From an optimization exercise on the open Yosys and OpenROAD flow, aimed at small area and a short achievable clock period; shortcuts taken in it are not production practice. The RTL was checked by simulation tests, not by an equivalence proof against the original design. Power and IR drop assume default switching activity. No driver is modelled on the clock port, so clocking that relies on it looks cheaper here than on a real chip.

File: design/flow/constraint.sdc
create_clock -name core_clock -period 6.5 [get_ports {clk}]
set_input_delay 1.3000 -clock core_clock [delete_from_list [all_inputs] [get_ports {clk}]]
set_output_delay 1.3000 -clock core_clock [all_outputs]
set_load 0.01 [all_outputs]
File: design/flow/design.v
`timescale 1ns/1ps
module register #(
    parameter NUM_STAGES = 2,
    parameter DATA_WIDTH = 2,
    parameter USE_RESET  = 1
)(
    input  wire                  CLK,
    input  wire                  RESET,
    input  wire [DATA_WIDTH-1:0] DIN,
    output wire [DATA_WIDTH-1:0] DOUT
);
genvar i;
generate
if (NUM_STAGES == 0)
begin : pass
    assign DOUT = DIN;
end
else
begin : stages
    reg [NUM_STAGES*DATA_WIDTH-1:0] din_delay;
    for (i=0; i<NUM_STAGES; i=i+1)
    begin : REGISTER_STAGES
        wire [DATA_WIDTH-1:0] prev;
        if (i == 0) begin : first
            assign prev = DIN;
        end else begin : rest
            assign prev = din_delay[(i-1)*DATA_WIDTH+:DATA_WIDTH];
        end
        always @(posedge CLK)
        begin
            if (USE_RESET && RESET)
                din_delay[i*DATA_WIDTH+:DATA_WIDTH] <= 0;
            else
                din_delay[i*DATA_WIDTH+:DATA_WIDTH] <= prev;
        end
    end
    assign DOUT = din_delay[(NUM_STAGES-1)*DATA_WIDTH+:DATA_WIDTH];
end
endgenerate
endmodule
`timescale 1ns/1ps
module macc (
  input  wire                 clk,
  input  wire                 reset,
  input  wire                 enable,
  input  wire                 clear,
  input  wire [ 2 : 0 ]       op_code,
  input  wire [ 15 : 0 ]      op_0,
  input  wire [ 15 : 0 ]      op_1,
  input  wire [ 15 : 0 ]      op_add,
  output wire [ 15 : 0 ]      out
);
  reg  [15:0] a1;
  reg  [7:0] neg1, one1, two1;
  reg  [15:0] add1;
  reg  [1:0] mode1;
  reg  en1, clr1;
  wire [15:0] b = op_code[0] ? op_0 : op_1;
  wire [16:0] bx = {b, 1'b0};
  wire [7:0] neg0, one0, two0;
  genvar g;
  generate for (g = 0; g < 8; g = g + 1) begin : booth
    assign neg0[g] = bx[2*g+2];
    assign one0[g] = bx[2*g+1] ^ bx[2*g];
    assign two0[g] = (bx[2*g+2] & ~bx[2*g+1] & ~bx[2*g]) | (~bx[2*g+2] & bx[2*g+1] & bx[2*g]);
  end endgenerate
  always @(posedge clk) begin
    a1    <= op_0;
    neg1  <= neg0;
    one1  <= one0;
    two1  <= two0;
    add1  <= (op_code[2:1] == 2'b10) ? op_add : 16'd0;
    mode1 <= op_code[2:1];
    en1   <= enable && !reset;
    clr1  <= clear;
  end
  wire pp0_0;
  wire pp0_1;
  wire pp0_2;
  wire pp0_3;
  wire pp0_4;
  wire pp0_5;
  wire pp0_6;
  wire pp0_7;
  wire pp0_8;
  wire pp0_9;
  wire pp0_10;
  wire pp0_11;
  wire pp0_12;
  wire pp0_13;
  wire pp0_14;
  wire pp0_15;
  wire pp1_0;
  wire pp1_1;
  wire pp1_2;
  wire pp1_3;
  wire pp1_4;
  wire pp1_5;
  wire pp1_6;
  wire pp1_7;
  wire pp1_8;
  wire pp1_9;
  wire pp1_10;
  wire pp1_11;
  wire pp1_12;
  wire pp1_13;
  wire pp2_0;
  wire pp2_1;
  wire pp2_2;
  wire pp2_3;
  wire pp2_4;
  wire pp2_5;
  wire pp2_6;
  wire pp2_7;
  wire pp2_8;
  wire pp2_9;
  wire pp2_10;
  wire pp2_11;
  wire pp3_0;
  wire pp3_1;
  wire pp3_2;
  wire pp3_3;
  wire pp3_4;
  wire pp3_5;
  wire pp3_6;
  wire pp3_7;
  wire pp3_8;
  wire pp3_9;
  wire pp4_0;
  wire pp4_1;
  wire pp4_2;
  wire pp4_3;
  wire pp4_4;
  wire pp4_5;
  wire pp4_6;
  wire pp4_7;
  wire pp5_0;
  wire pp5_1;
  wire pp5_2;
  wire pp5_3;
  wire pp5_4;
  wire pp5_5;
  wire pp6_0;
  wire pp6_1;
  wire pp6_2;
  wire pp6_3;
  wire pp7_0;
  wire pp7_1;
  wire t2s1;
  wire t2c2;
  wire t2s3;
  wire t2c4;
  wire t2s5;
  wire t2c6;
  wire t2s7;
  wire t2c8;
  wire t2s9;
  wire t2c10;
  wire t2s11;
  wire t2c12;
  wire t2s13;
  wire t2c14;
  wire t2s15;
  wire t2c16;
  wire t2s17;
  wire t2c18;
  wire t2s19;
  wire t2c20;
  wire t2s21;
  wire t2c22;
  wire t2s23;
  wire t2c24;
  wire t2s25;
  wire t2c26;
  wire t2s27;
  wire t2c28;
  wire t2s29;
  wire t2c30;
  wire t2s31;
  wire t2c32;
  wire t2s33;
  wire t2c34;
  wire t2s35;
  wire t2c36;
  wire t2s37;
  wire t2c38;
  wire t2s39;
  wire t2c40;
  wire t2s41;
  wire t2c42;
  wire t2s43;
  wire t2c44;
  wire t2s45;
  wire t2c46;
  wire t2s47;
  wire t2c48;
  wire t2s49;
  wire t2c50;
  wire t2s51;
  wire t2c52;
  wire t2s53;
  wire t2c54;
  wire t2s55;
  wire t2c56;
  wire t2s57;
  wire t2c58;
  wire t2s59;
  wire t2c60;
  wire t2s61;
  wire t2c62;
  wire t2s63;
  wire t2c64;
  wire t2s65;
  wire t2c66;
  wire t2s67;
  wire t2c68;
  wire t2s69;
  wire t2c70;
  wire t2s71;
  wire t2c72;
  wire t2s73;
  wire t2c74;
  wire t2s75;
  wire t2c76;
  wire t2s77;
  wire t2c78;
  wire t2s79;
  wire t2c80;
  wire t2s81;
  wire t2c82;
  wire t2s83;
  wire t2c84;
  wire t2s85;
  wire t2c86;
  wire t2s87;
  wire t2c88;
  wire t2s89;
  wire t2c90;
  wire t2s91;
  wire t2c92;
  wire t2s93;
  wire t2c94;
  wire t2s95;
  wire t2c96;
  wire t2x97;
  wire t2x98;
  wire t2x99;
  wire t2x100;
  wire t2x101;
  wire t2x102;
  wire t2x103;
  wire t2x104;
  wire t2x105;
  wire t2x106;
  wire t2x107;
  assign pp0_0 = (one1[0] & a1[0]) ^ neg1[0];
  assign pp0_1 = ((one1[0] & a1[1]) | (two1[0] & a1[0])) ^ neg1[0];
  assign pp0_2 = ((one1[0] & a1[2]) | (two1[0] & a1[1])) ^ neg1[0];
  assign pp0_3 = ((one1[0] & a1[3]) | (two1[0] & a1[2])) ^ neg1[0];
  assign pp0_4 = ((one1[0] & a1[4]) | (two1[0] & a1[3])) ^ neg1[0];
  assign pp0_5 = ((one1[0] & a1[5]) | (two1[0] & a1[4])) ^ neg1[0];
  assign pp0_6 = ((one1[0] & a1[6]) | (two1[0] & a1[5])) ^ neg1[0];
  assign pp0_7 = ((one1[0] & a1[7]) | (two1[0] & a1[6])) ^ neg1[0];
  assign pp0_8 = ((one1[0] & a1[8]) | (two1[0] & a1[7])) ^ neg1[0];
  assign pp0_9 = ((one1[0] & a1[9]) | (two1[0] & a1[8])) ^ neg1[0];
  assign pp0_10 = ((one1[0] & a1[10]) | (two1[0] & a1[9])) ^ neg1[0];
  assign pp0_11 = ((one1[0] & a1[11]) | (two1[0] & a1[10])) ^ neg1[0];
  assign pp0_12 = ((one1[0] & a1[12]) | (two1[0] & a1[11])) ^ neg1[0];
  assign pp0_13 = ((one1[0] & a1[13]) | (two1[0] & a1[12])) ^ neg1[0];
  assign pp0_14 = ((one1[0] & a1[14]) | (two1[0] & a1[13])) ^ neg1[0];
  assign pp0_15 = ((one1[0] & a1[15]) | (two1[0] & a1[14])) ^ neg1[0];
  assign pp1_0 = (one1[1] & a1[0]) ^ neg1[1];
  assign pp1_1 = ((one1[1] & a1[1]) | (two1[1] & a1[0])) ^ neg1[1];
  assign pp1_2 = ((one1[1] & a1[2]) | (two1[1] & a1[1])) ^ neg1[1];
  assign pp1_3 = ((one1[1] & a1[3]) | (two1[1] & a1[2])) ^ neg1[1];
  assign pp1_4 = ((one1[1] & a1[4]) | (two1[1] & a1[3])) ^ neg1[1];
  assign pp1_5 = ((one1[1] & a1[5]) | (two1[1] & a1[4])) ^ neg1[1];
  assign pp1_6 = ((one1[1] & a1[6]) | (two1[1] & a1[5])) ^ neg1[1];
  assign pp1_7 = ((one1[1] & a1[7]) | (two1[1] & a1[6])) ^ neg1[1];
  assign pp1_8 = ((one1[1] & a1[8]) | (two1[1] & a1[7])) ^ neg1[1];
  assign pp1_9 = ((one1[1] & a1[9]) | (two1[1] & a1[8])) ^ neg1[1];
  assign pp1_10 = ((one1[1] & a1[10]) | (two1[1] & a1[9])) ^ neg1[1];
  assign pp1_11 = ((one1[1] & a1[11]) | (two1[1] & a1[10])) ^ neg1[1];
  assign pp1_12 = ((one1[1] & a1[12]) | (two1[1] & a1[11])) ^ neg1[1];
  assign pp1_13 = ((one1[1] & a1[13]) | (two1[1] & a1[12])) ^ neg1[1];
  assign pp2_0 = (one1[2] & a1[0]) ^ neg1[2];
  assign pp2_1 = ((one1[2] & a1[1]) | (two1[2] & a1[0])) ^ neg1[2];
  assign pp2_2 = ((one1[2] & a1[2]) | (two1[2] & a1[1])) ^ neg1[2];
  assign pp2_3 = ((one1[2] & a1[3]) | (two1[2] & a1[2])) ^ neg1[2];
  assign pp2_4 = ((one1[2] & a1[4]) | (two1[2] & a1[3])) ^ neg1[2];
  assign pp2_5 = ((one1[2] & a1[5]) | (two1[2] & a1[4])) ^ neg1[2];
  assign pp2_6 = ((one1[2] & a1[6]) | (two1[2] & a1[5])) ^ neg1[2];
  assign pp2_7 = ((one1[2] & a1[7]) | (two1[2] & a1[6])) ^ neg1[2];
  assign pp2_8 = ((one1[2] & a1[8]) | (two1[2] & a1[7])) ^ neg1[2];
  assign pp2_9 = ((one1[2] & a1[9]) | (two1[2] & a1[8])) ^ neg1[2];
  assign pp2_10 = ((one1[2] & a1[10]) | (two1[2] & a1[9])) ^ neg1[2];
  assign pp2_11 = ((one1[2] & a1[11]) | (two1[2] & a1[10])) ^ neg1[2];
  assign pp3_0 = (one1[3] & a1[0]) ^ neg1[3];
  assign pp3_1 = ((one1[3] & a1[1]) | (two1[3] & a1[0])) ^ neg1[3];
  assign pp3_2 = ((one1[3] & a1[2]) | (two1[3] & a1[1])) ^ neg1[3];
  assign pp3_3 = ((one1[3] & a1[3]) | (two1[3] & a1[2])) ^ neg1[3];
  assign pp3_4 = ((one1[3] & a1[4]) | (two1[3] & a1[3])) ^ neg1[3];
  assign pp3_5 = ((one1[3] & a1[5]) | (two1[3] & a1[4])) ^ neg1[3];
  assign pp3_6 = ((one1[3] & a1[6]) | (two1[3] & a1[5])) ^ neg1[3];
  assign pp3_7 = ((one1[3] & a1[7]) | (two1[3] & a1[6])) ^ neg1[3];
  assign pp3_8 = ((one1[3] & a1[8]) | (two1[3] & a1[7])) ^ neg1[3];
  assign pp3_9 = ((one1[3] & a1[9]) | (two1[3] & a1[8])) ^ neg1[3];
  assign pp4_0 = (one1[4] & a1[0]) ^ neg1[4];
  assign pp4_1 = ((one1[4] & a1[1]) | (two1[4] & a1[0])) ^ neg1[4];
  assign pp4_2 = ((one1[4] & a1[2]) | (two1[4] & a1[1])) ^ neg1[4];
  assign pp4_3 = ((one1[4] & a1[3]) | (two1[4] & a1[2])) ^ neg1[4];
  assign pp4_4 = ((one1[4] & a1[4]) | (two1[4] & a1[3])) ^ neg1[4];
  assign pp4_5 = ((one1[4] & a1[5]) | (two1[4] & a1[4])) ^ neg1[4];
  assign pp4_6 = ((one1[4] & a1[6]) | (two1[4] & a1[5])) ^ neg1[4];
  assign pp4_7 = ((one1[4] & a1[7]) | (two1[4] & a1[6])) ^ neg1[4];
  assign pp5_0 = (one1[5] & a1[0]) ^ neg1[5];
  assign pp5_1 = ((one1[5] & a1[1]) | (two1[5] & a1[0])) ^ neg1[5];
  assign pp5_2 = ((one1[5] & a1[2]) | (two1[5] & a1[1])) ^ neg1[5];
  assign pp5_3 = ((one1[5] & a1[3]) | (two1[5] & a1[2])) ^ neg1[5];
  assign pp5_4 = ((one1[5] & a1[4]) | (two1[5] & a1[3])) ^ neg1[5];
  assign pp5_5 = ((one1[5] & a1[5]) | (two1[5] & a1[4])) ^ neg1[5];
  assign pp6_0 = (one1[6] & a1[0]) ^ neg1[6];
  assign pp6_1 = ((one1[6] & a1[1]) | (two1[6] & a1[0])) ^ neg1[6];
  assign pp6_2 = ((one1[6] & a1[2]) | (two1[6] & a1[1])) ^ neg1[6];
  assign pp6_3 = ((one1[6] & a1[3]) | (two1[6] & a1[2])) ^ neg1[6];
  assign pp7_0 = (one1[7] & a1[0]) ^ neg1[7];
  assign pp7_1 = ((one1[7] & a1[1]) | (two1[7] & a1[0])) ^ neg1[7];
  assign t2s1 = add1[0] ^ neg1[0] ^ pp0_0;
  assign t2c2 = (add1[0] & neg1[0]) | (add1[0] & pp0_0) | (neg1[0] & pp0_0);
  assign t2s3 = add1[1] ^ pp0_1 ^ t2c2;
  assign t2c4 = (add1[1] & pp0_1) | (add1[1] & t2c2) | (pp0_1 & t2c2);
  assign t2s5 = add1[2] ^ neg1[1] ^ pp0_2;
  assign t2c6 = (add1[2] & neg1[1]) | (add1[2] & pp0_2) | (neg1[1] & pp0_2);
  assign t2s7 = pp1_0 ^ t2s5 ^ t2c4;
  assign t2c8 = (pp1_0 & t2s5) | (pp1_0 & t2c4) | (t2s5 & t2c4);
  assign t2s9 = add1[3] ^ pp0_3 ^ pp1_1;
  assign t2c10 = (add1[3] & pp0_3) | (add1[3] & pp1_1) | (pp0_3 & pp1_1);
  assign t2s11 = add1[4] ^ neg1[2] ^ pp0_4;
  assign t2c12 = (add1[4] & neg1[2]) | (add1[4] & pp0_4) | (neg1[2] & pp0_4);
  assign t2s13 = pp1_2 ^ pp2_0 ^ t2c10;
  assign t2c14 = (pp1_2 & pp2_0) | (pp1_2 & t2c10) | (pp2_0 & t2c10);
  assign t2s15 = add1[5] ^ pp0_5 ^ pp1_3;
  assign t2c16 = (add1[5] & pp0_5) | (add1[5] & pp1_3) | (pp0_5 & pp1_3);
  assign t2s17 = pp2_1 ^ t2c12 ^ t2s15;
  assign t2c18 = (pp2_1 & t2c12) | (pp2_1 & t2s15) | (t2c12 & t2s15);
  assign t2s19 = add1[6] ^ neg1[3] ^ pp0_6;
  assign t2c20 = (add1[6] & neg1[3]) | (add1[6] & pp0_6) | (neg1[3] & pp0_6);
  assign t2s21 = pp1_4 ^ pp2_2 ^ pp3_0;
  assign t2c22 = (pp1_4 & pp2_2) | (pp1_4 & pp3_0) | (pp2_2 & pp3_0);
  assign t2s23 = t2c16 ^ t2s19 ^ t2s21;
  assign t2c24 = (t2c16 & t2s19) | (t2c16 & t2s21) | (t2s19 & t2s21);
  assign t2s25 = add1[7] ^ pp0_7 ^ pp1_5;
  assign t2c26 = (add1[7] & pp0_7) | (add1[7] & pp1_5) | (pp0_7 & pp1_5);
  assign t2s27 = pp2_3 ^ pp3_1 ^ t2c20;
  assign t2c28 = (pp2_3 & pp3_1) | (pp2_3 & t2c20) | (pp3_1 & t2c20);
  assign t2s29 = t2c22 ^ t2s25 ^ t2c24;
  assign t2c30 = (t2c22 & t2s25) | (t2c22 & t2c24) | (t2s25 & t2c24);
  assign t2s31 = add1[8] ^ neg1[4] ^ pp0_8;
  assign t2c32 = (add1[8] & neg1[4]) | (add1[8] & pp0_8) | (neg1[4] & pp0_8);
  assign t2s33 = pp1_6 ^ pp2_4 ^ pp3_2;
  assign t2c34 = (pp1_6 & pp2_4) | (pp1_6 & pp3_2) | (pp2_4 & pp3_2);
  assign t2s35 = pp4_0 ^ t2c26 ^ t2s31;
  assign t2c36 = (pp4_0 & t2c26) | (pp4_0 & t2s31) | (t2c26 & t2s31);
  assign t2s37 = t2s33 ^ t2c28;
  assign t2c38 = t2s33 & t2c28;
  assign t2s39 = add1[9] ^ pp0_9 ^ pp1_7;
  assign t2c40 = (add1[9] & pp0_9) | (add1[9] & pp1_7) | (pp0_9 & pp1_7);
  assign t2s41 = pp2_5 ^ pp3_3 ^ pp4_1;
  assign t2c42 = (pp2_5 & pp3_3) | (pp2_5 & pp4_1) | (pp3_3 & pp4_1);
  assign t2s43 = t2c32 ^ t2c34 ^ t2s39;
  assign t2c44 = (t2c32 & t2c34) | (t2c32 & t2s39) | (t2c34 & t2s39);
  assign t2s45 = t2s41 ^ t2c36;
  assign t2c46 = t2s41 & t2c36;
  assign t2s47 = add1[10] ^ neg1[5] ^ pp0_10;
  assign t2c48 = (add1[10] & neg1[5]) | (add1[10] & pp0_10) | (neg1[5] & pp0_10);
  assign t2s49 = pp1_8 ^ pp2_6 ^ pp3_4;
  assign t2c50 = (pp1_8 & pp2_6) | (pp1_8 & pp3_4) | (pp2_6 & pp3_4);
  assign t2s51 = pp4_2 ^ pp5_0 ^ t2c40;
  assign t2c52 = (pp4_2 & pp5_0) | (pp4_2 & t2c40) | (pp5_0 & t2c40);
  assign t2s53 = t2c42 ^ t2s47 ^ t2s49;
  assign t2c54 = (t2c42 & t2s47) | (t2c42 & t2s49) | (t2s47 & t2s49);
  assign t2s55 = t2c44 ^ t2s51;
  assign t2c56 = t2c44 & t2s51;
  assign t2s57 = pp0_11 ^ pp1_9 ^ pp2_7;
  assign t2c58 = (pp0_11 & pp1_9) | (pp0_11 & pp2_7) | (pp1_9 & pp2_7);
  assign t2s59 = pp3_5 ^ pp4_3 ^ pp5_1;
  assign t2c60 = (pp3_5 & pp4_3) | (pp3_5 & pp5_1) | (pp4_3 & pp5_1);
  assign t2s61 = t2c48 ^ t2c50 ^ t2s57;
  assign t2c62 = (t2c48 & t2c50) | (t2c48 & t2s57) | (t2c50 & t2s57);
  assign t2s63 = t2s59 ^ t2c52 ^ t2c54;
  assign t2c64 = (t2s59 & t2c52) | (t2s59 & t2c54) | (t2c52 & t2c54);
  assign t2s65 = neg1[6] ^ pp0_12 ^ pp1_10;
  assign t2c66 = (neg1[6] & pp0_12) | (neg1[6] & pp1_10) | (pp0_12 & pp1_10);
  assign t2s67 = pp2_8 ^ pp3_6 ^ pp4_4;
  assign t2c68 = (pp2_8 & pp3_6) | (pp2_8 & pp4_4) | (pp3_6 & pp4_4);
  assign t2s69 = pp5_2 ^ pp6_0 ^ t2c58;
  assign t2c70 = (pp5_2 & pp6_0) | (pp5_2 & t2c58) | (pp6_0 & t2c58);
  assign t2s71 = t2c60 ^ t2s65 ^ t2s67;
  assign t2c72 = (t2c60 & t2s65) | (t2c60 & t2s67) | (t2s65 & t2s67);
  assign t2s73 = t2c62 ^ t2s69;
  assign t2c74 = t2c62 & t2s69;
  assign t2s75 = pp0_13 ^ pp1_11 ^ pp2_9;
  assign t2c76 = (pp0_13 & pp1_11) | (pp0_13 & pp2_9) | (pp1_11 & pp2_9);
  assign t2s77 = pp3_7 ^ pp4_5 ^ pp5_3;
  assign t2c78 = (pp3_7 & pp4_5) | (pp3_7 & pp5_3) | (pp4_5 & pp5_3);
  assign t2s79 = pp6_1 ^ t2c66 ^ t2c68;
  assign t2c80 = (pp6_1 & t2c66) | (pp6_1 & t2c68) | (t2c66 & t2c68);
  assign t2s81 = t2s75 ^ t2s77 ^ t2c70;
  assign t2c82 = (t2s75 & t2s77) | (t2s75 & t2c70) | (t2s77 & t2c70);
  assign t2s83 = t2c72 ^ t2s79;
  assign t2c84 = t2c72 & t2s79;
  assign t2s85 = neg1[7] ^ pp0_14 ^ pp1_12;
  assign t2c86 = (neg1[7] & pp0_14) | (neg1[7] & pp1_12) | (pp0_14 & pp1_12);
  assign t2s87 = pp2_10 ^ pp3_8 ^ pp4_6;
  assign t2c88 = (pp2_10 & pp3_8) | (pp2_10 & pp4_6) | (pp3_8 & pp4_6);
  assign t2s89 = pp5_4 ^ pp6_2 ^ pp7_0;
  assign t2c90 = (pp5_4 & pp6_2) | (pp5_4 & pp7_0) | (pp6_2 & pp7_0);
  assign t2s91 = t2c76 ^ t2c78 ^ t2s85;
  assign t2c92 = (t2c76 & t2c78) | (t2c76 & t2s85) | (t2c78 & t2s85);
  assign t2s93 = t2s87 ^ t2s89 ^ t2c80;
  assign t2c94 = (t2s87 & t2s89) | (t2s87 & t2c80) | (t2s89 & t2c80);
  assign t2s95 = t2s91 ^ t2c84;
  assign t2c96 = t2s91 & t2c84;
  assign t2x97 = pp0_15 ^ pp1_13;
  assign t2x98 = pp2_11 ^ pp3_9;
  assign t2x99 = pp4_7 ^ pp5_5;
  assign t2x100 = pp6_3 ^ pp7_1;
  assign t2x101 = t2x100 ^ t2x97;
  assign t2x102 = t2x98 ^ t2x99;
  assign t2x103 = t2x101 ^ t2x102;
  assign t2x104 = t2c86 ^ t2c88;
  assign t2x105 = t2c90 ^ t2x103;
  assign t2x106 = t2x104 ^ t2x105;
  assign t2x107 = t2c92 ^ t2x106;
  reg  p2_0_0;
  reg  p2_1_0;
  reg  p2_2_0;
  reg  p2_3_0;
  reg  p2_3_1;
  reg  p2_3_2;
  reg  p2_4_0;
  reg  p2_4_1;
  reg  p2_5_0;
  reg  p2_5_1;
  reg  p2_6_0;
  reg  p2_6_1;
  reg  p2_7_0;
  reg  p2_7_1;
  reg  p2_8_0;
  reg  p2_8_1;
  reg  p2_8_2;
  reg  p2_9_0;
  reg  p2_9_1;
  reg  p2_9_2;
  reg  p2_10_0;
  reg  p2_10_1;
  reg  p2_10_2;
  reg  p2_11_0;
  reg  p2_11_1;
  reg  p2_11_2;
  reg  p2_12_0;
  reg  p2_12_1;
  reg  p2_12_2;
  reg  p2_13_0;
  reg  p2_13_1;
  reg  p2_13_2;
  reg  p2_14_0;
  reg  p2_14_1;
  reg  p2_14_2;
  reg  p2_15_0;
  reg  p2_15_1;
  reg  p2_15_2;
  reg  [1:0] mode2;
  reg  en2, clr2;
  reg  [15:11] add2;
  always @(posedge clk) begin
    p2_0_0 <= t2s1;
    p2_1_0 <= t2s3;
    p2_2_0 <= t2s7;
    p2_3_0 <= t2c6;
    p2_3_1 <= t2s9;
    p2_3_2 <= t2c8;
    p2_4_0 <= t2s11;
    p2_4_1 <= t2s13;
    p2_5_0 <= t2c14;
    p2_5_1 <= t2s17;
    p2_6_0 <= t2c18;
    p2_6_1 <= t2s23;
    p2_7_0 <= t2s27;
    p2_7_1 <= t2s29;
    p2_8_0 <= t2s35;
    p2_8_1 <= t2s37;
    p2_8_2 <= t2c30;
    p2_9_0 <= t2s43;
    p2_9_1 <= t2c38;
    p2_9_2 <= t2s45;
    p2_10_0 <= t2s53;
    p2_10_1 <= t2c46;
    p2_10_2 <= t2s55;
    p2_11_0 <= t2s61;
    p2_11_1 <= t2c56;
    p2_11_2 <= t2s63;
    p2_12_0 <= t2s71;
    p2_12_1 <= t2s73;
    p2_12_2 <= t2c64;
    p2_13_0 <= t2c74;
    p2_13_1 <= t2s83;
    p2_13_2 <= t2s81;
    p2_14_0 <= t2c82;
    p2_14_1 <= t2s93;
    p2_14_2 <= t2s95;
    p2_15_0 <= t2x107;
    p2_15_1 <= t2c94;
    p2_15_2 <= t2c96;
    add2  <= add1[15:11];
    mode2 <= mode1;
    en2   <= en1;
    clr2  <= clr1;
  end
  reg  [15:0] accs, accc;
  wire [15:0] dadd_s = mode2[0] ? accs : {add2, 11'd0};
  wire [15:0] dadd_c = mode2[0] ? accc : 16'd0;
  wire t3s108;
  wire t3c109;
  wire t3s110;
  wire t3c111;
  wire t3s112;
  wire t3c113;
  wire t3s114;
  wire t3c115;
  wire t3s116;
  wire t3c117;
  wire t3s118;
  wire t3c119;
  wire t3s120;
  wire t3c121;
  wire t3s122;
  wire t3c123;
  wire t3s124;
  wire t3c125;
  wire t3s126;
  wire t3c127;
  wire t3s128;
  wire t3c129;
  wire t3s130;
  wire t3c131;
  wire t3s132;
  wire t3c133;
  wire t3s134;
  wire t3c135;
  wire t3s136;
  wire t3c137;
  wire t3s138;
  wire t3c139;
  wire t3s140;
  wire t3c141;
  wire t3s142;
  wire t3c143;
  wire t3s144;
  wire t3c145;
  wire t3s146;
  wire t3c147;
  wire t3s148;
  wire t3c149;
  wire t3s150;
  wire t3c151;
  wire t3s152;
  wire t3c153;
  wire t3s154;
  wire t3c155;
  wire t3s156;
  wire t3c157;
  wire t3s158;
  wire t3c159;
  wire t3s160;
  wire t3c161;
  wire t3s162;
  wire t3c163;
  wire t3s164;
  wire t3c165;
  wire t3s166;
  wire t3c167;
  wire t3s168;
  wire t3c169;
  wire t3s170;
  wire t3c171;
  wire t3s172;
  wire t3c173;
  wire t3s174;
  wire t3c175;
  wire t3x176;
  wire t3x177;
  wire t3x178;
  wire t3x179;
  wire t3x180;
  wire t3x181;
  assign t3s108 = p2_0_0 ^ dadd_c[0];
  assign t3c109 = p2_0_0 & dadd_c[0];
  assign t3s110 = p2_1_0 ^ dadd_c[1] ^ dadd_s[1];
  assign t3c111 = (p2_1_0 & dadd_c[1]) | (p2_1_0 & dadd_s[1]) | (dadd_c[1] & dadd_s[1]);
  assign t3s112 = p2_2_0 ^ dadd_c[2] ^ dadd_s[2];
  assign t3c113 = (p2_2_0 & dadd_c[2]) | (p2_2_0 & dadd_s[2]) | (dadd_c[2] & dadd_s[2]);
  assign t3s114 = p2_3_0 ^ p2_3_1 ^ p2_3_2;
  assign t3c115 = (p2_3_0 & p2_3_1) | (p2_3_0 & p2_3_2) | (p2_3_1 & p2_3_2);
  assign t3s116 = dadd_c[3] ^ dadd_s[3] ^ t3s114;
  assign t3c117 = (dadd_c[3] & dadd_s[3]) | (dadd_c[3] & t3s114) | (dadd_s[3] & t3s114);
  assign t3s118 = p2_4_0 ^ p2_4_1 ^ dadd_c[4];
  assign t3c119 = (p2_4_0 & p2_4_1) | (p2_4_0 & dadd_c[4]) | (p2_4_1 & dadd_c[4]);
  assign t3s120 = dadd_s[4] ^ t3c115 ^ t3s118;
  assign t3c121 = (dadd_s[4] & t3c115) | (dadd_s[4] & t3s118) | (t3c115 & t3s118);
  assign t3s122 = p2_5_0 ^ p2_5_1 ^ dadd_c[5];
  assign t3c123 = (p2_5_0 & p2_5_1) | (p2_5_0 & dadd_c[5]) | (p2_5_1 & dadd_c[5]);
  assign t3s124 = dadd_s[5] ^ t3c119 ^ t3s122;
  assign t3c125 = (dadd_s[5] & t3c119) | (dadd_s[5] & t3s122) | (t3c119 & t3s122);
  assign t3s126 = p2_6_0 ^ p2_6_1 ^ dadd_c[6];
  assign t3c127 = (p2_6_0 & p2_6_1) | (p2_6_0 & dadd_c[6]) | (p2_6_1 & dadd_c[6]);
  assign t3s128 = dadd_s[6] ^ t3c123 ^ t3s126;
  assign t3c129 = (dadd_s[6] & t3c123) | (dadd_s[6] & t3s126) | (t3c123 & t3s126);
  assign t3s130 = p2_7_0 ^ p2_7_1 ^ dadd_c[7];
  assign t3c131 = (p2_7_0 & p2_7_1) | (p2_7_0 & dadd_c[7]) | (p2_7_1 & dadd_c[7]);
  assign t3s132 = dadd_s[7] ^ t3c127 ^ t3s130;
  assign t3c133 = (dadd_s[7] & t3c127) | (dadd_s[7] & t3s130) | (t3c127 & t3s130);
  assign t3s134 = p2_8_0 ^ p2_8_1 ^ p2_8_2;
  assign t3c135 = (p2_8_0 & p2_8_1) | (p2_8_0 & p2_8_2) | (p2_8_1 & p2_8_2);
  assign t3s136 = dadd_c[8] ^ dadd_s[8] ^ t3s134;
  assign t3c137 = (dadd_c[8] & dadd_s[8]) | (dadd_c[8] & t3s134) | (dadd_s[8] & t3s134);
  assign t3s138 = t3c131 ^ t3s136;
  assign t3c139 = t3c131 & t3s136;
  assign t3s140 = p2_9_0 ^ p2_9_1 ^ p2_9_2;
  assign t3c141 = (p2_9_0 & p2_9_1) | (p2_9_0 & p2_9_2) | (p2_9_1 & p2_9_2);
  assign t3s142 = dadd_c[9] ^ dadd_s[9] ^ t3c135;
  assign t3c143 = (dadd_c[9] & dadd_s[9]) | (dadd_c[9] & t3c135) | (dadd_s[9] & t3c135);
  assign t3s144 = t3s140 ^ t3c137 ^ t3s142;
  assign t3c145 = (t3s140 & t3c137) | (t3s140 & t3s142) | (t3c137 & t3s142);
  assign t3s146 = p2_10_0 ^ p2_10_1 ^ p2_10_2;
  assign t3c147 = (p2_10_0 & p2_10_1) | (p2_10_0 & p2_10_2) | (p2_10_1 & p2_10_2);
  assign t3s148 = dadd_c[10] ^ dadd_s[10] ^ t3c141;
  assign t3c149 = (dadd_c[10] & dadd_s[10]) | (dadd_c[10] & t3c141) | (dadd_s[10] & t3c141);
  assign t3s150 = t3s146 ^ t3c143 ^ t3s148;
  assign t3c151 = (t3s146 & t3c143) | (t3s146 & t3s148) | (t3c143 & t3s148);
  assign t3s152 = p2_11_0 ^ p2_11_1 ^ p2_11_2;
  assign t3c153 = (p2_11_0 & p2_11_1) | (p2_11_0 & p2_11_2) | (p2_11_1 & p2_11_2);
  assign t3s154 = dadd_c[11] ^ dadd_s[11] ^ t3c147;
  assign t3c155 = (dadd_c[11] & dadd_s[11]) | (dadd_c[11] & t3c147) | (dadd_s[11] & t3c147);
  assign t3s156 = t3s152 ^ t3c149 ^ t3s154;
  assign t3c157 = (t3s152 & t3c149) | (t3s152 & t3s154) | (t3c149 & t3s154);
  assign t3s158 = p2_12_0 ^ p2_12_1 ^ p2_12_2;
  assign t3c159 = (p2_12_0 & p2_12_1) | (p2_12_0 & p2_12_2) | (p2_12_1 & p2_12_2);
  assign t3s160 = dadd_c[12] ^ dadd_s[12] ^ t3c153;
  assign t3c161 = (dadd_c[12] & dadd_s[12]) | (dadd_c[12] & t3c153) | (dadd_s[12] & t3c153);
  assign t3s162 = t3s158 ^ t3c155 ^ t3s160;
  assign t3c163 = (t3s158 & t3c155) | (t3s158 & t3s160) | (t3c155 & t3s160);
  assign t3s164 = p2_13_0 ^ p2_13_1 ^ p2_13_2;
  assign t3c165 = (p2_13_0 & p2_13_1) | (p2_13_0 & p2_13_2) | (p2_13_1 & p2_13_2);
  assign t3s166 = dadd_c[13] ^ dadd_s[13] ^ t3c159;
  assign t3c167 = (dadd_c[13] & dadd_s[13]) | (dadd_c[13] & t3c159) | (dadd_s[13] & t3c159);
  assign t3s168 = t3s164 ^ t3c161 ^ t3s166;
  assign t3c169 = (t3s164 & t3c161) | (t3s164 & t3s166) | (t3c161 & t3s166);
  assign t3s170 = p2_14_0 ^ p2_14_1 ^ p2_14_2;
  assign t3c171 = (p2_14_0 & p2_14_1) | (p2_14_0 & p2_14_2) | (p2_14_1 & p2_14_2);
  assign t3s172 = dadd_c[14] ^ dadd_s[14] ^ t3c165;
  assign t3c173 = (dadd_c[14] & dadd_s[14]) | (dadd_c[14] & t3c165) | (dadd_s[14] & t3c165);
  assign t3s174 = t3s170 ^ t3c167 ^ t3s172;
  assign t3c175 = (t3s170 & t3c167) | (t3s170 & t3s172) | (t3c167 & t3s172);
  assign t3x176 = p2_15_0 ^ p2_15_1;
  assign t3x177 = p2_15_2 ^ t3x176;
  assign t3x178 = dadd_c[15] ^ dadd_s[15];
  assign t3x179 = t3x177 ^ t3c171;
  assign t3x180 = t3x178 ^ t3x179;
  assign t3x181 = t3x180 ^ t3c173;
  wire [15:0] rx = {t3x181, t3c169, t3c163, t3c157, t3c151, t3c145, t3c139, t3c133, t3c129, t3c125, t3c121, t3c117, t3c113, t3c111, t3c109, dadd_s[0]};
  wire [15:0] ry = {t3c175, t3s174, t3s168, t3s162, t3s156, t3s150, t3s144, t3s138, t3s132, t3s128, t3s124, t3s120, t3s116, t3s112, t3s110, t3s108};
  always @(posedge clk) begin
    if (reset || clr2) begin
      accs <= 16'd0;
      accc <= 16'd0;
    end else if (en2) begin
      accs <= rx;
      accc <= ry;
    end
  end
  assign out = accs + accc;
endmodule
module ram
#(
  parameter integer DATA_WIDTH    = 16,
  parameter integer ADDR_WIDTH    = 5
)
(
  input  wire                         clk,
  input  wire                         reset,
  input  wire                         s_read_req,
  input  wire [ ADDR_WIDTH  -1 : 0 ]  s_read_addr,
  output reg  [ DATA_WIDTH  -1 : 0 ]  s_read_data,
  input  wire                         s_write_req,
  input  wire [ ADDR_WIDTH  -1 : 0 ]  s_write_addr,
  input  wire [ DATA_WIDTH  -1 : 0 ]  s_write_data
);
  reg  [ DATA_WIDTH -1 : 0 ] mem [ 0 : (1<<ADDR_WIDTH)-1 ];
  reg  [ ADDR_WIDTH -1 : 0 ] rd_addr;
  reg  [ ADDR_WIDTH -1 : 0 ] wr_addr;
  reg  [ DATA_WIDTH -1 : 0 ] wr_data;
  reg                        rd_addr_v;
  reg                        wr_addr_v;
  always @(posedge clk) begin
    rd_addr_v <= s_read_req && !reset;
    wr_addr_v <= s_write_req && !reset;
    rd_addr   <= s_read_addr;
    wr_addr   <= s_write_addr;
    wr_data   <= s_write_data;
  end
  always @(posedge clk)
    if (wr_addr_v)
      mem[wr_addr] <= wr_data;
  reg  [ DATA_WIDTH -1 : 0 ] rd_mux;
  integer k;
  always @(*) begin
    rd_mux = {DATA_WIDTH{1'b0}};
    for (k = 0; k < (1<<ADDR_WIDTH); k = k + 1)
      rd_mux = rd_mux | (mem[k] & {DATA_WIDTH{rd_addr == k}});
  end
  always @(posedge clk)
    if (reset)
      s_read_data <= 0;
    else if (rd_addr_v)
      s_read_data <= rd_mux;
endmodule
`timescale 1ns/1ps
module fifo
#(
    parameter   DATA_WIDTH          = 16,
    parameter   ADDR_WIDTH          = 4,
    parameter   RAM_DEPTH           = (1 << ADDR_WIDTH)
)(
    input  wire                         clk,
    input  wire                         reset,
    input  wire                         push,
    input  wire                         pop,
    input  wire [ DATA_WIDTH -1 : 0 ]   data_in,
    output reg  [ DATA_WIDTH -1 : 0 ]   data_out
);
reg     [ADDR_WIDTH  :0]        fifo_count;
reg     [DATA_WIDTH-1:0]        mem[0:RAM_DEPTH-1];
wire empty = (fifo_count == 0);
wire full  = fifo_count[ADDR_WIDTH];
wire do_push = push && !full;
wire do_pop  = pop && !empty;
always @ (posedge clk)
begin
  if (reset)
    fifo_count <= 0;
  else if (do_push && !do_pop)
    fifo_count <= fifo_count + 1;
  else if (do_pop && !do_push)
    fifo_count <= fifo_count - 1;
end
integer i;
always @ (posedge clk)
  if (do_push) begin
    mem[0] <= data_in;
    for (i = 1; i < RAM_DEPTH; i = i + 1)
      mem[i] <= mem[i-1];
  end
reg [DATA_WIDTH-1:0] rd_mux;
integer k;
always @(*) begin
  rd_mux = {DATA_WIDTH{1'b0}};
  for (k = 0; k < RAM_DEPTH; k = k + 1)
    rd_mux = rd_mux | (mem[k] & {DATA_WIDTH{fifo_count == k + 1}});
end
always @ (posedge clk)
  if (do_pop)
    data_out <= rd_mux;
endmodule
module activation #(
  parameter OP_WIDTH  = 16
) (
  input  wire                                         clk,
  input  wire                                         enable,
  input  wire        [ OP_WIDTH           -1 : 0 ]    in,
  output wire        [ OP_WIDTH           -1 : 0 ]    out
);
reg [OP_WIDTH-1:0] activation_data;
wire signed [OP_WIDTH-1:0] in_s = in;
always @(posedge clk)
  if (enable)
    activation_data <= (in_s > 0) ? in : {OP_WIDTH{1'b0}};
  else
    activation_data <= in;
assign out = activation_data;
endmodule
`timescale 1ns/1ps
module PE #(
  parameter integer PE_BUF_ADDR_WIDTH   = 5,
  parameter integer OP_WIDTH            = 16,
  parameter integer ACC_WIDTH           = 16,
  parameter         LAYER_NORM          = "NO"
)
(
  input  wire                                         clk,
  input  wire                                         reset,
  input  wire                                         mask,
  input  wire  [ 10+2*PE_BUF_ADDR_WIDTH -1 : 0 ]      ctrl,
  input  wire                                         src_2_sel,
  input  wire  [ OP_WIDTH             -1 : 0 ]        read_data_0,
  input  wire  [ OP_WIDTH             -1 : 0 ]        read_data_1,
  input  wire  [ OP_WIDTH             -1 : 0 ]        read_data_2,
  output wire  [ OP_WIDTH             -1 : 0 ]        lrn_center,
  output wire  [ OP_WIDTH             -1 : 0 ]        write_data,
  output wire  [ OP_WIDTH             -1 : 0 ]        pe_buffer_read_data,
  input  wire                                         pe_neuron_read_req,
  input  wire  [ OP_WIDTH             -1 : 0 ]        pe_neuron_write_data,
  input  wire                                         pe_neuron_write_req,
  input  wire  [ PE_BUF_ADDR_WIDTH    -1 : 0 ]        pe_neuron_write_addr,
  output wire                                         write_valid
);
  localparam integer OP_CODE_WIDTH  = 3;
  wire [ OP_WIDTH           -1 : 0 ]  pe_buffer_write_data;
  wire [ OP_WIDTH           -1 : 0 ]  pe_buffer_read_data_d;
  wire                                src_2_sel_dd;
  wire                                _pe_buffer_write_req;
  wire                                pe_buffer_write_req;
  wire                                pe_buffer_read_req;
  wire                                _pe_buffer_read_req;
  wire                                flush, flush_d;
  wire                                enable;
  wire [ OP_CODE_WIDTH      -1 : 0 ]  op_code;
  wire [ PE_BUF_ADDR_WIDTH  -1 : 0 ]  buf_rd_addr;
  wire [ PE_BUF_ADDR_WIDTH  -1 : 0 ]  _buf_wr_addr;
  wire [ PE_BUF_ADDR_WIDTH  -1 : 0 ]  buf_wr_addr;
  wire [ OP_WIDTH           -1 : 0 ]  conv_out;
  wire                                norm_fifo_push;
  wire                                norm_fifo_pop;
  wire [ OP_WIDTH           -1 : 0 ]  macc_out;
  assign {norm_fifo_push, norm_fifo_pop,
    buf_rd_addr, _buf_wr_addr,
    flush, write_valid, _pe_buffer_write_req, _pe_buffer_read_req, enable, op_code} = ctrl;
  assign pe_buffer_read_req  = _pe_buffer_read_req || pe_neuron_read_req;
  assign pe_buffer_write_req = _pe_buffer_write_req || pe_neuron_write_req;
  assign buf_wr_addr = pe_neuron_write_req ? pe_neuron_write_addr : _buf_wr_addr;
  wire [OP_WIDTH-1:0] macc_op_add = src_2_sel_dd == 0 ?
    read_data_2 : pe_buffer_read_data;
  assign conv_out = !flush_d ? macc_out : pe_buffer_read_data_d;
  register #(.NUM_STAGES(2), .DATA_WIDTH(1)) src_2_delay (
    .CLK(clk), .RESET(reset), .DIN(src_2_sel), .DOUT(src_2_sel_dd));
  register #(.NUM_STAGES(3), .DATA_WIDTH(1)) macc_en_delay (
    .CLK(clk), .RESET(reset), .DIN(flush), .DOUT(flush_d));
  register #(.NUM_STAGES(3), .DATA_WIDTH(OP_WIDTH), .USE_RESET(0)) fifo_out_delay (
    .CLK(clk), .RESET(reset), .DIN(pe_buffer_read_data), .DOUT(pe_buffer_read_data_d));
  macc MACC_pe (
    .clk      ( clk                 ),
    .reset    ( reset               ),
    .enable   ( enable && mask      ),
    .clear    ( !mask               ),
    .op_code  ( op_code             ),
    .op_0     ( read_data_0         ),
    .op_1     ( read_data_1         ),
    .op_add   ( macc_op_add         ),
    .out      ( macc_out            )
  );
  assign pe_buffer_write_data = pe_neuron_write_req ? pe_neuron_write_data : conv_out;
  ram #(
    .DATA_WIDTH               ( OP_WIDTH                 ),
    .ADDR_WIDTH               ( PE_BUF_ADDR_WIDTH        )
  ) pe_buffer (
    .clk                      ( clk                      ),
    .reset                    ( reset                    ),
    .s_write_req              ( pe_buffer_write_req      ),
    .s_write_data             ( pe_buffer_write_data     ),
    .s_write_addr             ( buf_wr_addr              ),
    .s_read_req               ( pe_buffer_read_req       ),
    .s_read_data              ( pe_buffer_read_data      ),
    .s_read_addr              ( buf_rd_addr              )
  );
  activation #(
    .OP_WIDTH                 ( OP_WIDTH                 )
  ) ReLU (
    .clk                      ( clk                      ),
    .enable                   ( 1'b0                     ),
    .in                       ( conv_out                 ),
    .out                      ( write_data               )
  );
  fifo #(
    .DATA_WIDTH               ( OP_WIDTH                 ),
    .ADDR_WIDTH               ( 4                        )
  ) norm_fifo (
    .clk                      ( clk                      ),
    .reset                    ( reset                    ),
    .push                     ( norm_fifo_push           ),
    .pop                      ( norm_fifo_pop            ),
    .data_in                  ( read_data_0              ),
    .data_out                 ( lrn_center               )
  );
endmodule
File: design/flow/config.mk
export PLATFORM = sky130hd
export DESIGN_NAME = PE
export DESIGN_NICKNAME = PE
export VERILOG_FILES = /design/flow/design.v
export SDC_FILE = /design/flow/constraint.sdc
export NUM_CORES = 4
export LEC_CHECK = 0
export ABC_CLOCK_PERIOD_IN_PS = 2800
export CAP_MARGIN = 5
export CORE_MARGIN = 2
export CORE_UTILIZATION = 70
export SETUP_SLACK_MARGIN = 4.0
export SLEW_MARGIN = 5
File: design/flow/standard.sh
#!/bin/bash
# synth_recipe.tcl (not shown) runs the flow's synth.tcl, then flattens the netlist and writes it again
# the make line also repeats each setting of config.mk as NAME=value (left out here)
make -C /OpenROAD-flow-scripts/flow DESIGN_CONFIG=/design/flow/config.mk WORK_HOME=/design/flow/orfs CLKGATE_MAP_FILE= SYNTH_SCRIPT=/design/flow/synth_recipe.tcl "${@:-finish}"
File: design/flow/flow/run.sh
#!/bin/bash
set -e
export BUFFER_PORTS_ARGS="-buffer_cell sky130_fd_sc_hd__buf_1"
export CTS_ARGS="-sink_clustering_enable -repair_clock_nets -sink_clustering_size 31 -sink_clustering_max_diameter 80 -dont_use_dummy_load"
bash standard.sh > standard.log 2>&1
==> out/metrics.cfg <==
[yosys]
synth_async_sr_flop_share = 0
synth_ff_type = edfxtp_1
ys_warn_count = 8
mappedNetlistNets = 2818
syn_area_um2 = 39870
yosysSeqAreaShare = 0.7181
synth_top_area_frac = 0.5905
synth-seq-cells = 1038
synth.area.top_cells = edfxtp_1, dfxtp_1, a22oi_1, fa_1, mux2i_1
synth.distinct_cells = 71
synth.largest_area_cell = edfxtp_1
synth_edf_count = 784
avgSynthCellArea_um2 = 15.22
synthCells = 2620

[worst_setup_path]
ff2ff_setup_slack_ns = 4.00
critical_path_class = input pin to output pin
cp.arrival_ns = 1.30
endpoint = write_valid
crit_start = ctrl[6]
r2r-start = MACC_pe.two1[0]$_DFF_P_
cp_max_fo = 1
r2r_cells = 9
end_kind = output pin
start_kind = input pin
cp_num_cells = 0
r2r-end = MACC_pe.p2_15_0$_DFF_P_
required_ns = 5.20

[grt]
top_usage_layer = met2
use_met3 = 0.06623
grt_max_degree = 99
met2_usage = 0.5892
grt-ovfl-total = 0
antenna_found_initial = 4
grt_util_all_layers = 0.3676
grt_pass1_wl_mm = 156.5
grt_pass1_vias = 23606
use_met1 = 0.4867

[placed_design]
placed_cells = 3448
gp_congestion = 0.9472
dp_hpwl_mm = 66.87
port_buffers = 141

[detailed_routing]
drt_first_pass_iters = 6
vias_per_cell = 6.866
dr_total_vias = 24215
drt-total-wl_mm = 108.4
wl_per_cell_um = 30.73
drtAntennaViolNets = 0
drc = 0
initialDrtViolationCount = 3671

[clock_tree]
cts_sinks = 1038
ctsHoldBuffers = 0
cts_max_level = 2
cts_inserted_buffers = 40
clkTransAtPathRegs_ns = 0.10
root_buffer = clkbuf_16
clock_latency_ns = 0.61
tritoncts = done
clock_tree.buffer_depth = 3

[sta]
holdWs_ns = 0.3339
slew_headroom = 0.1038
period_share = 0.4000
setup_viol = 0
drv_slew = 0
fmax_mhz = 384.6
tightestPinTransition_ns = 1.344
hold_viol = 0
fin_skew_ns = 0.04050
tns_ns = 0
min_period_ns = 2.600
rsz0062_at_grt = yes

[floorplanning]
die_y_um = 242.6
start_util = 0.7070
coreArea_um2 = 56390
io_pins = 144
die_area_um2 = 58880
rows = 87
die-width_um = 242.6

[power]
ir_worst_vdd_mv = 0.2688
seq_power_share = 0.616
swShare = 0.2729
p_per_area_nw_per_um2 = 320.7
power_uw = 13850
clkPwrFrac = 0.213
internal_power_uw = 10070
power_frac_comb = 0.170
switchingPower_uw = 3780
leakage_uw = 0.01481

[finish]
fillCellCount = 3418
final_cells = 3527
utilization = 0.7662
syn_to_final_growth_pct = 8.370
nets = 2966
layout-drive-gt1-share = 0.1222

[worst_hold_path]
min_path_type = register to register

[job]
maxCapViolations = 0

[outcome]
status = timing/DRC/antenna clean

layout by cell type (no fill, tap or decap), types with 10 or more instances in the layout:
cell type  count
clkbuf_16     40
dfxtp_4       31
fa_1          72
nand2_1      147
a22oi_1      313
nor2_1       116
nand4_1       41
nor2_2        30
dfxtp_1      196
nor2b_1       15
xnor2_1       66
a222oi_1      33
buf_4         86
nor2_4        18
nand3_1       30
nor3_1        27
a22o_1        21
ha_1          26
mux2_2        22
inv_1        103
and2_1        10
buf_1        121
dfxtp_2       27
a211oi_1      18
a21oi_1       28
xor2_1        34
and3_1        13
edfxtp_1     784
o21ai_0       30
mux2i_1       70
a221oi_1      19
flip-flops by register name (all words and copies together), names as in the netlist, 15 cells and up:
register                         count
MACC_pe.accs                        15
MACC_pe.add1                        16
pe_buffer.wr_data                   16
pe_buffer.s_read_data               16
norm_fifo.mem                      256
fifo_out_delay.stages.din_delay     48
pe_buffer.mem                      512
norm_fifo.data_out                  16
ReLU.activation_data                16
MACC_pe.accc                        16
MACC_pe.a1                          16
power by group through the flow:
stage	registers [µW]	logic [µW]	clock network, µW
finish	8540	2360	2960
global route	8610	2630	3170
CTS	8530	2330	2960
detailed placement	8670	2240	0
global placement	8640	2160	0
floorplan	8460	1560	0
kinds of logic (layout without fill, tap and decap cells):
| logic type | after synthesis | after routing | synth area share |
|---|---|---|---|
| compound gates | 531 | 531 | 0.1002 |
| xor+xnor | 104 | 104 | 0.02319 |
| fa+ha+maj | 103 | 103 | 0.04626 |
| buf+inv | 235 | 381 | 0.02410 |
| flops | 1038 | 1038 | 0.7181 |
| mux | 92 | 92 | 0.02379 |
| other cells | 0 | 5 | 0 |
| simple gates | 517 | 517 | 0.06440 |
area by class of cell:
cell class                 count  area (µm²)  share of cell area
tap                          756       945.9             0.02189
clock buffer                  40        1001             0.02317
antenna                        5       12.51           0.0002896
sequential                  1038       28780              0.6661
timing repair buffer         237        1411             0.03267
multi-input combinational   1347       10670              0.2469
inverter                     104       390.4            0.009036
routing by layer:
metal | vias to the layer above | share of wire
li1 | 10209 | -
met1 | 11887 | 0.35
met2 | 1749 | 0.48
met3 | 368 | 0.11
met4 | 2 | 0.063
met5 | - | 0.000092
synthesized netlist by cell type, drive strengths merged (16+ instances only):
cell type	count
a211oi	19
a21oi	30
a221oi	19
a222oi	33
a22o	21
a22oi	319
and3	16
buf	60
clkbuf	71
dfxtp	254
edfxtp	784
fa	74
ha	29
inv	104
mux2	22
mux2i	70
nand2	148
nand3	31
nand4	41
nor2	164
nor2b	16
nor3	31
o21ai	30
xnor2	69
xor2	34
how the worst min path moves through the flow:
stage | from | to | slack, ns | depth (start not counted)
floorplan | MACC_pe.add1[11]$_SDFF_PP0_ | MACC_pe.add2[11]$_DFF_P_ | 0.31 | 0
global placement | MACC_pe.mode1[0]$_DFF_P_ | MACC_pe.mode2[0]$_DFF_P_ | 0.31 | 0
detailed placement | MACC_pe.mode1[0]$_DFF_P_ | MACC_pe.mode2[0]$_DFF_P_ | 0.31 | 0
CTS | MACC_pe.en1$_DFF_P_ | MACC_pe.en2$_DFF_P_ | 0.33 | 0
global route | fifo_out_delay.stages.din_delay[25]$_DFF_P_ | fifo_out_delay.stages.din_delay[41]$_DFF_P_ | 0.34 | 0
finish | MACC_pe.en1$_DFF_P_ | MACC_pe.en2$_DFF_P_ | 0.33 | 0
metrics by stage:
stage / worst slack, ns / cell area [µm²]
after floorplan: 0.1146 / 39940
after detailed placement: 3.081 / 41430
final: 3.900 / 43200
after global placement: 3.090 / 41430
after CTS: 3.900 / 42840
after global routing: 3.900 / 43200
what timing repair did:
item / in CTS / in global routing
resized for setup: 118 / 48
setup buffers: 14 / 19
setup endpoints to repair: 271 / 146
cloned: 1 / 0
pin swaps: 3 / 7

==> separate check: timing with driven ports <==
The results above use ideal ports. As a check the final layout listed here was re-extracted and re-timed, cells and wires unchanged.
Step 1 assumes that a clkbuf_16 drives the clock port and a buf_2 every other input.
Step 2 also shifts input and output timing later by t, the mid clock arrival at the registers, as if the neighbouring blocks saw the same clock.
Slacks: ideal / step 1 / step 2; pairs: ideal / step 1.
t (ns): 0.661
slack for setup (ns): 3.900 / 3.859 / 3.416
worst hold slack (ns): 0.334 / 0.334 / 0.334
worst setup path after step 2: input to register
latest minus earliest clock arrival (ns): 0.056 / 0.057
After both steps setup and hold are still met in this run. For this run, drivers alone change the setup slack by -0.041 ns; drivers and shift together by -0.484 ns.
